Source: an optimization exercise on an open RTL-to-GDS flow (aim: small area and a short achievable clock period). Production flows keep margins and buffers that such runs may drop. At most, simulation tests tie the RTL to the original design; equivalence was not proved. The clock port is modelled as an ideal driver, which makes a skipped or thinned clock tree look cheaper than it is; a real chip needs a root buffer or a tree.

zinc:
==> flow/design.v (excerpt) <==
module adders_top (
    input  wire        clk,
    input  wire        rst_n,
    input  wire        a_bit_in,            
    input  wire        b_bit_in,            
    input  wire        cin_in,              
    input  wire        start_in,            
    output reg  [63:0] sum_out,
    output reg         cout_out,
    output wire        ready_out            
);
export LEC_CHECK = 0
export CAP_MARGIN = 20
export CORE_AREA = 2 2 59 59
export DIE_AREA = 0 0 61 61
export SLEW_MARGIN = 20
create_clock -name core_clock -period 4.0 [get_ports {clk}]
standard.sh (not shown) runs the stock make flow with config.mk's settings and CLKGATE_MAP_FILE= SYNTH_SCRIPT=/design/flow/synth_recipe.tcl, a recipe that flattens the netlist after the stock synthesis.
==> flow/flow/run.sh <==
#!/bin/bash
set -euo pipefail
HERE=$(pwd)
bash standard.sh BUFFER_PORTS_ARGS="-buffer_cell sky130_fd_sc_hd__buf_1" \
  PRE_IO_PLACEMENT_TCL="$HERE/flow/pins.tcl" \
  POST_CTS_TCL="$HERE/flow/clock.tcl" finish > standard.log 2>&1
==> flow/flow/pins.tcl <==
# PRE_IO_PLACEMENT hook: fix the pins around the die edge in the order of
# the sum shift register, so that each sum_out flip-flop can sit next to
# its own pin. Going round the die clockwise from the left edge's lower
# part: the inputs, cout_out, sum_out[63] down to sum_out[0], ready_out.
# place_pins then leaves these pins where they are.
set block [ord::get_db_block]
set die [$block getDieArea]
set W [expr {[$die xMax] / 1000.0}]
set H [expr {[$die yMax] / 1000.0}]

set order {clk rst_n start_in cin_in a_bit_in b_bit_in cout_out}
for {set i 63} {$i >= 0} {incr i -1} { lappend order "sum_out\[$i\]" }
lappend order ready_out
set n [llength $order]

# Perimeter walk, clockwise from the lower-left corner: up the left edge,
# right along the top, down the right edge, left along the bottom.
set M 3.0 ;# keep pins this far from the corners
set L [expr {2 * ($W - 2*$M) + 2 * ($H - 2*$M)}]
set step [expr {$L / $n}]
set start [expr {$step / 2.0}]
proc snap { v off pitch } { return [expr {$off + round(($v - $off) / $pitch) * $pitch}] }
set k 0
foreach p $order {
  set t [expr {$start + $k * $step}]
  set lh [expr {$H - 2*$M}]
  set lw [expr {$W - 2*$M}]
  if { $t < $lh } {
    set x 0; set y [snap [expr {$M + $t}] 0.34 0.68]; set layer met3
  } elseif { $t < $lh + $lw } {
    set x [snap [expr {$M + $t - $lh}] 0.23 0.46]; set y $H; set layer met2
  } elseif { $t < 2*$lh + $lw } {
    set x $W; set y [snap [expr {$H - $M - ($t - $lh - $lw)}] 0.34 0.68]; set layer met3
  } else {
    set x [snap [expr {$W - $M - ($t - 2*$lh - $lw)}] 0.23 0.46]; set y 0; set layer met2
  }
  place_pin -pin_name $p -layer $layer -location [list $x $y] -force_to_die_boundary
  incr k
}
Other scripts of this flow, unchanged in this note and not shown: flow/flow/clock.tcl
--- input diff zinc..violet ---
--- a/flow/flow/run.sh
+++ b/flow/flow/run.sh
@@ -5 +4,0 @@
-  PRE_IO_PLACEMENT_TCL="$HERE/flow/pins.tcl" \
removed: flow/flow/pins.tcl
Results
- Comparing violet against zinc, there is no change at all in synthesized netlist net count.
- Reported for zinc and violet, fraction of the mapped netlist area in compound gates turned out identical to the last digit.
- Critical path capture point = sum_out[30]: violet; critical path capture point = cout_out: zinc
- Wire: violet routes more than zinc
No run of this note takes its clock network from TritonCTS; it comes from the design's own scripts or RTL.

## indigo
Another version of the RTL of adders_top (not shown whole).
Size in the first run: roughly 76 flip-flops, ~72 I/O pins.
Settings: LEC_CHECK=0, CAP_MARGIN=20, CORE_MARGIN=2, CORE_UTILIZATION=75, SLEW_MARGIN=20; clock period 4.0 ns.
==> flow/flow/run.sh <==
#!/bin/bash
set -euo pipefail
HERE=$(pwd)
bash standard.sh BUFFER_PORTS_ARGS="-buffer_cell sky130_fd_sc_hd__buf_1" \
  POST_CTS_TCL="$HERE/flow/clock.tcl" finish > standard.log 2>&1
Other scripts of this flow, unchanged in this note and not shown: flow/flow/clock.tcl
The log for indigo ends in detailed placement with error DPL-0033, so the run never completed.
Changes in maple relative to indigo:
Settings: CORE_UTILIZATION changed from 75 to 60.
==> flow/flow/run.sh <==
#!/bin/bash
set -euo pipefail
HERE=$(pwd)
ARGS=(BUFFER_PORTS_ARGS="-buffer_cell sky130_fd_sc_hd__buf_1" POST_CTS_TCL="$HERE/flow/clock.tcl")
bash standard.sh "${ARGS[@]}" cts > standard_cts.log 2>&1
bash standard.sh "${ARGS[@]}" SETUP_SLACK_MARGIN=2.565 finish > standard_finish.log 2>&1
### Flow results
indigo did not finish; a tool error ended it in detailed placement. maple completed every stage of the flow, and the final layout passed the timing, DRC and antenna checks. Per the comparison of maple with indigo, HPWL after detailed placement down 1000 um, final estimated routing congestion in global placement up about 5%, die height up 11%, multiplexer area fraction after synthesis flat.
Changes in lagoon relative to maple:
Settings: DIE_AREA: unset -> 0 0 61 61; CORE_AREA: unset -> 2 2 59 59; CORE_MARGIN: 2 -> unset; CORE_UTILIZATION: 60 -> unset.
==> flow/flow/run.sh <==
#!/bin/bash
set -euo pipefail
HERE=$(pwd)
bash standard.sh BUFFER_PORTS_ARGS="-buffer_cell sky130_fd_sc_hd__buf_1" \
  POST_CTS_TCL="$HERE/flow/clock.tcl" finish > standard.log 2>&1
Notes after the runs:
met1 wire length came out higher on lagoon than on maple.
Changes observed in lagoon relative to maple: final core utilization went down 10 points; relative area change from synthesis to final layout went down 1.3 points; post-route non-filler standard cell count went up 13.
Compared with maple, in lagoon number of well taps now larger; final instance area now smaller; setup slack comparable.
Of the two candidates, maple has the worse worst relative slew slack and lagoon the better one.
For fjord, these inputs were changed with respect to lagoon:
Settings: CORE_MARGIN newly set to 2; DIE_AREA removed (was 0 0 61 61); CORE_AREA removed (was 2 2 59 59); CORE_UTILIZATION newly set to 60.
==> flow/flow/run.sh <==
#!/bin/bash
set -euo pipefail
HERE=$(pwd)
ARGS=(BUFFER_PORTS_ARGS="-buffer_cell sky130_fd_sc_hd__buf_1" POST_CTS_TCL="$HERE/flow/clock.tcl")
bash standard.sh "${ARGS[@]}" cts > standard_cts.log 2>&1
bash standard.sh "${ARGS[@]}" SETUP_SLACK_MARGIN=2.58 finish > standard_finish.log 2>&1
Notes after the runs:
Looking only at post-placement cell count, and setting everything else aside, the higher value of fjord and lagoon goes to lagoon.
fjord vs lagoon — wire length of the first global-routing pass rose about 9%.
fjord vs lagoon — final standard cell utilization of the core rose 12 points.
The run showing the greater wire length is fjord.
Layout-stage area growth over the synthesis result | fjord above lagoon
Relative to lagoon, final cell count decreased by 6.0% in fjord.
The clock cells of maple, lagoon and fjord come from the design's own scripts or RTL, not from TritonCTS.

## run K
adders_top, a different RTL version from the one above (not shown whole).
Size: ~110 cells after synthesis, ~75 flip-flops, about 1800 um^2 of cells after synthesis.
Settings: LEC_CHECK=0, CAP_MARGIN=20, CORE_MARGIN=2, CORE_UTILIZATION=40, SLEW_MARGIN=20; clock period 4.0 ns.
==> flow/flow/run.sh <==
#!/bin/bash
set -euo pipefail
bash standard.sh BUFFER_PORTS_ARGS="-buffer_cell sky130_fd_sc_hd__buf_1" finish > standard.log 2>&1
Input-level comparison between run G and run K:
==> flow/flow/run.sh <==
#!/bin/bash
set -euo pipefail
bash standard.sh BUFFER_PORTS_ARGS="-buffer_cell sky130_fd_sc_hd__buf_2" finish > standard.log 2>&1
Results
Re number of standard cells in the layout, taps in and fillers out: no difference whatsoever between run G and run K.
Diff run K and run G: sequential share of layout area lower in run G
Average wire length per cell after detail routing delta (run G -> run K): insignificant
Diff run K -> run G | first-pass GRT wire length | increase of 0.72%
Compared with run K, run G shows a maximum clock rate that is 1.2% lower.
No run of this note included a check of the RTL's function; only the layout flow was run.

adders_top, a different RTL version from the one above (not shown whole).
Size: ~77 flip-flops, roughly 72 I/O pins.
==> flow/design.v (excerpt) <==
module adders_top (
    input  wire        clk,
    input  wire        rst_n,
    input  wire        a_bit_in,            
    input  wire        b_bit_in,            
    input  wire        cin_in,              
    input  wire        start_in,            
    output reg  [63:0] sum_out,
    output reg         cout_out,
    output wire        ready_out            
);
    localparam [6:0] SEED = 7'b0010101;    
    reg       s_q;
    reg       ci;
    reg       c;
    reg [6:0] cnt;
    reg       busy;
    reg       ready_q;
    wire first = cnt[3] & !cnt[2] & cnt[1] & cnt[0];    
    wire last  = cnt[6] & !cnt[5] & cnt[1] & !cnt[0];   
    wire c_in = first ? ci : c;
    always @(posedge clk) begin
        ci       <= cin_in;
        s_q      <= a_bit_in ^ b_bit_in ^ c_in;
        c        <= (a_bit_in & b_bit_in) | (c_in & (a_bit_in | b_bit_in));
        cout_out <= c;
        sum_out  <= {s_q, sum_out[63:1]};
    end
    always @(posedge clk) begin
        if (busy)
            cnt <= {cnt[5:0], cnt[6] ^ cnt[0]};
        else
            cnt <= SEED;
    end
    always @(posedge clk or negedge rst_n) begin
        if (!rst_n) begin
            busy    <= 1'b0;
            ready_q <= 1'b0;
        end else begin
            busy    <= busy ? !last : start_in;
            ready_q <= busy & last;
        end
    end
    assign ready_out = ready_q;
endmodule
==> flow/config.mk <==
export PLATFORM = sky130hd
export DESIGN_NAME = adders_top
export DESIGN_NICKNAME = adders_top
export VERILOG_FILES = /design/flow/design.v
export SDC_FILE = /design/flow/constraint.sdc
export NUM_CORES = 4
export LEC_CHECK = 0
export CAP_MARGIN = 20
export CORE_MARGIN = 2
export CORE_UTILIZATION = 60
export SLEW_MARGIN = 20
==> flow/constraint.sdc <==
create_clock -name core_clock -period 4.0 [get_ports {clk}]
set_input_delay 0.8000 -clock core_clock [delete_from_list [all_inputs] [get_ports {clk}]]
set_output_delay 0.8000 -clock core_clock [all_outputs]
set_load 0.01 [all_outputs]
==> flow/flow/run.sh <==
#!/bin/bash
set -euo pipefail
HERE=$(pwd)
bash standard.sh BUFFER_PORTS_ARGS="-buffer_cell sky130_fd_sc_hd__buf_1" \
  POST_CTS_TCL="$HERE/flow/clock.tcl" finish > standard.log 2>&1
==> flow/flow/clock.tcl <==
# POST_CTS hook: replace the clock tree that CTS built with a single level of
# clock buffers driven straight from the clock port. The flip-flops are split
# into NB groups by location (recursive median cuts); each group gets one
# buffer at its centroid. All flip-flops see the same one-buffer path.
set NB 4
set M sky130_fd_sc_hd__clkbuf_16
if { [info exists ::env(CLK_NB)] } { set NB $::env(CLK_NB) }
if { [info exists ::env(CLK_CELL)] } { set M $::env(CLK_CELL) }

set db [ord::get_db]
set block [ord::get_db_block]
set clknet [$block findNet clk]
set master [$db findMaster $M]

# Walk the clock tree from the port: collect tree cells and flip-flop clock pins.
set tree_insts {}
set tree_nets {}
set sinks {}
set todo [list $clknet]
while { [llength $todo] > 0 } {
  set net [lindex $todo 0]
  set todo [lrange $todo 1 end]
  foreach it [$net getITerms] {
    if { ![$it isInputSignal] && [[$it getMTerm] getSigType] != "CLOCK" } {
      # driver pin of this net
      continue
    }
    set inst [$it getInst]
    if { [[$inst getMaster] isSequential] } {
      lappend sinks $it
    } elseif { [lsearch -exact $tree_insts $inst] < 0 } {
      lappend tree_insts $inst
      foreach ot [$inst getITerms] {
        if { [$ot isOutputSignal] && [$ot getNet] != "NULL" } {
          lappend todo [$ot getNet]
          lappend tree_nets [$ot getNet]
        }
      }
    }
  }
}
puts "clock.tcl: [llength $sinks] sinks, removing [llength $tree_insts] tree cells"

foreach it $sinks { $it disconnect }
foreach inst $tree_insts { odb::dbInst_destroy $inst }
foreach net $tree_nets { if { [llength [$net getITerms]] == 0 } { odb::dbNet_destroy $net } }

# Group the sinks by recursive median cuts along the longer side.
proc split_groups { items n } {
  if { $n <= 1 || [llength $items] < 2 } { return [list $items] }
  set xs {}; set ys {}
  foreach d $items { lappend xs [lindex $d 0]; lappend ys [lindex $d 1] }
  set xs [lsort -integer $xs]; set ys [lsort -integer $ys]
  set w [expr {[lindex $xs end] - [lindex $xs 0]}]
  set h [expr {[lindex $ys end] - [lindex $ys 0]}]
  set idx [expr {$w >= $h ? 0 : 1}]
  set s [lsort -integer -index $idx $items]
  set n1 [expr {$n / 2}]
  set k [expr {[llength $s] * $n1 / $n}]
  return [concat [split_groups [lrange $s 0 [expr {$k-1}]] $n1] \
                 [split_groups [lrange $s $k end] [expr {$n - $n1}]]]
}
set data {}
foreach it $sinks {
  set inst [$it getInst]
  set b [$inst getBBox]
  lappend data [list [expr {([$b xMin]+[$b xMax])/2}] [expr {([$b yMin]+[$b yMax])/2}] $it]
}
set g 0
foreach grp [split_groups $data $NB] {
  set sx 0; set sy 0
  foreach d $grp { set sx [expr {$sx+[lindex $d 0]}]; set sy [expr {$sy+[lindex $d 1]}] }
  set cx [expr {$sx/[llength $grp]}]; set cy [expr {$sy/[llength $grp]}]
  set inst [odb::dbInst_create $block $master "clkroot_$g"]
  $inst setLocation $cx $cy
  $inst setPlacementStatus PLACED
  set net [odb::dbNet_create $block "clknet_root_$g"]
  $net setSigType CLOCK
  [$inst findITerm A] connect $clknet
  [$inst findITerm X] connect $net
  foreach d $grp { [lindex $d 2] connect $net }
  puts "clock.tcl: clkroot_$g drives [llength $grp] sinks"
  incr g
}
detailed_placement
check_placement -verbose
set_propagated_clock [all_clocks]
estimate_parasitics -placement
report_clock_skew
report_checks -group_path_count 5 -format end
Edit:
--- a/flow/flow/clock.tcl
+++ b/flow/flow/clock.tcl
@@ -4,5 +4,5 @@
 # buffer at its centroid. All flip-flops see the same one-buffer path.
 set NB 4
-set M sky130_fd_sc_hd__clkbuf_16
+set M sky130_fd_sc_hd__buf_12
 if { [info exists ::env(CLK_NB)] } { set NB $::env(CLK_NB) }
 if { [info exists ::env(CLK_CELL)] } { set M $::env(CLK_CELL) }
Final cell count does not change.
Cell area shrinks slightly.
Die area does not change.
Routed wire length fell slightly.
Synthesized area does not change.
Via count decreases slightly.
Fmax goes down slightly.
Edit:
--- a/flow/flow/clock.tcl
+++ b/flow/flow/clock.tcl
@@ -4,5 +4,5 @@
 # buffer at its centroid. All flip-flops see the same one-buffer path.
 set NB 4
-set M sky130_fd_sc_hd__buf_12
+set M sky130_fd_sc_hd__clkbuf_16
 if { [info exists ::env(CLK_NB)] } { set NB $::env(CLK_NB) }
 if { [info exists ::env(CLK_CELL)] } { set M $::env(CLK_CELL) }
Settings changed: CORE_UTILIZATION 60 to 40.
Effect:
- routed wire length went up by about 3.6%
- die area went up by about 46%
- first-iteration DRC count went up by about 44%
- final area went up by about 2%
- maximum frequency went down by about 0.33%
- global-route usage went down by 5.9 points
- critical path depth went down by 3
- core utilization went down by 24 points
- clock skew barely changes
Function was not checked in any run of this note: the RTL went through the layout flow alone. No run of this note takes its clock network from TritonCTS; it comes from the design's own scripts or RTL.

port drivers added, routing unchanged:
Ports are ideal in the flow. The routed layouts listed here were re-timed in OpenROAD.
Step 1 sets driving cells, clkbuf_16 on the clock port and buf_2 on the other inputs (assumed; they add their load-dependent delay and slew).
Step 2, shift: input delay + t, output delay - t, t = (earliest + latest rising clock arrival at the registers) / 2. This alone moves slack from input paths to output paths.
Slacks: ideal ports / drivers / drivers and shift; pairs: ideal ports / drivers.
| run | t, ns | setup WS [ns] | worst setup path after step 2 |
|---|---|---|---|
| zinc | 0.181 | 2.570 / 2.500 / 2.682 | register to output |
| violet | 0.183 | 2.565 / 2.492 / 2.675 | register to output |
| maple | 0.181 | 2.568 / 2.497 / 2.664 | register to register |
| lagoon | 0.182 | 2.570 / 2.498 / 2.680 | register to output |
| fjord | 0.182 | 2.567 / 2.495 / 2.677 | register to register |
| run K | 0.356 | 2.267 / 2.241 / 2.365 | input to register |
| run G | 0.365 | 2.245 / 2.220 / 2.379 | input to register |
| the first run of note 4 | 0.201 | 2.543 / 2.481 / 2.383 | input to register |
| the second run of note 4 | 0.180 | 2.524 / 2.502 / 2.384 | input to register |
| the third run of note 4 | 0.206 | 2.520 / 2.451 / 2.401 | input to register |
After both steps setup and hold are still met in every run listed. The setup slack of the first run of note 4, which loses most, moves by -0.062 ns with the drivers and by -0.160 ns with both steps.
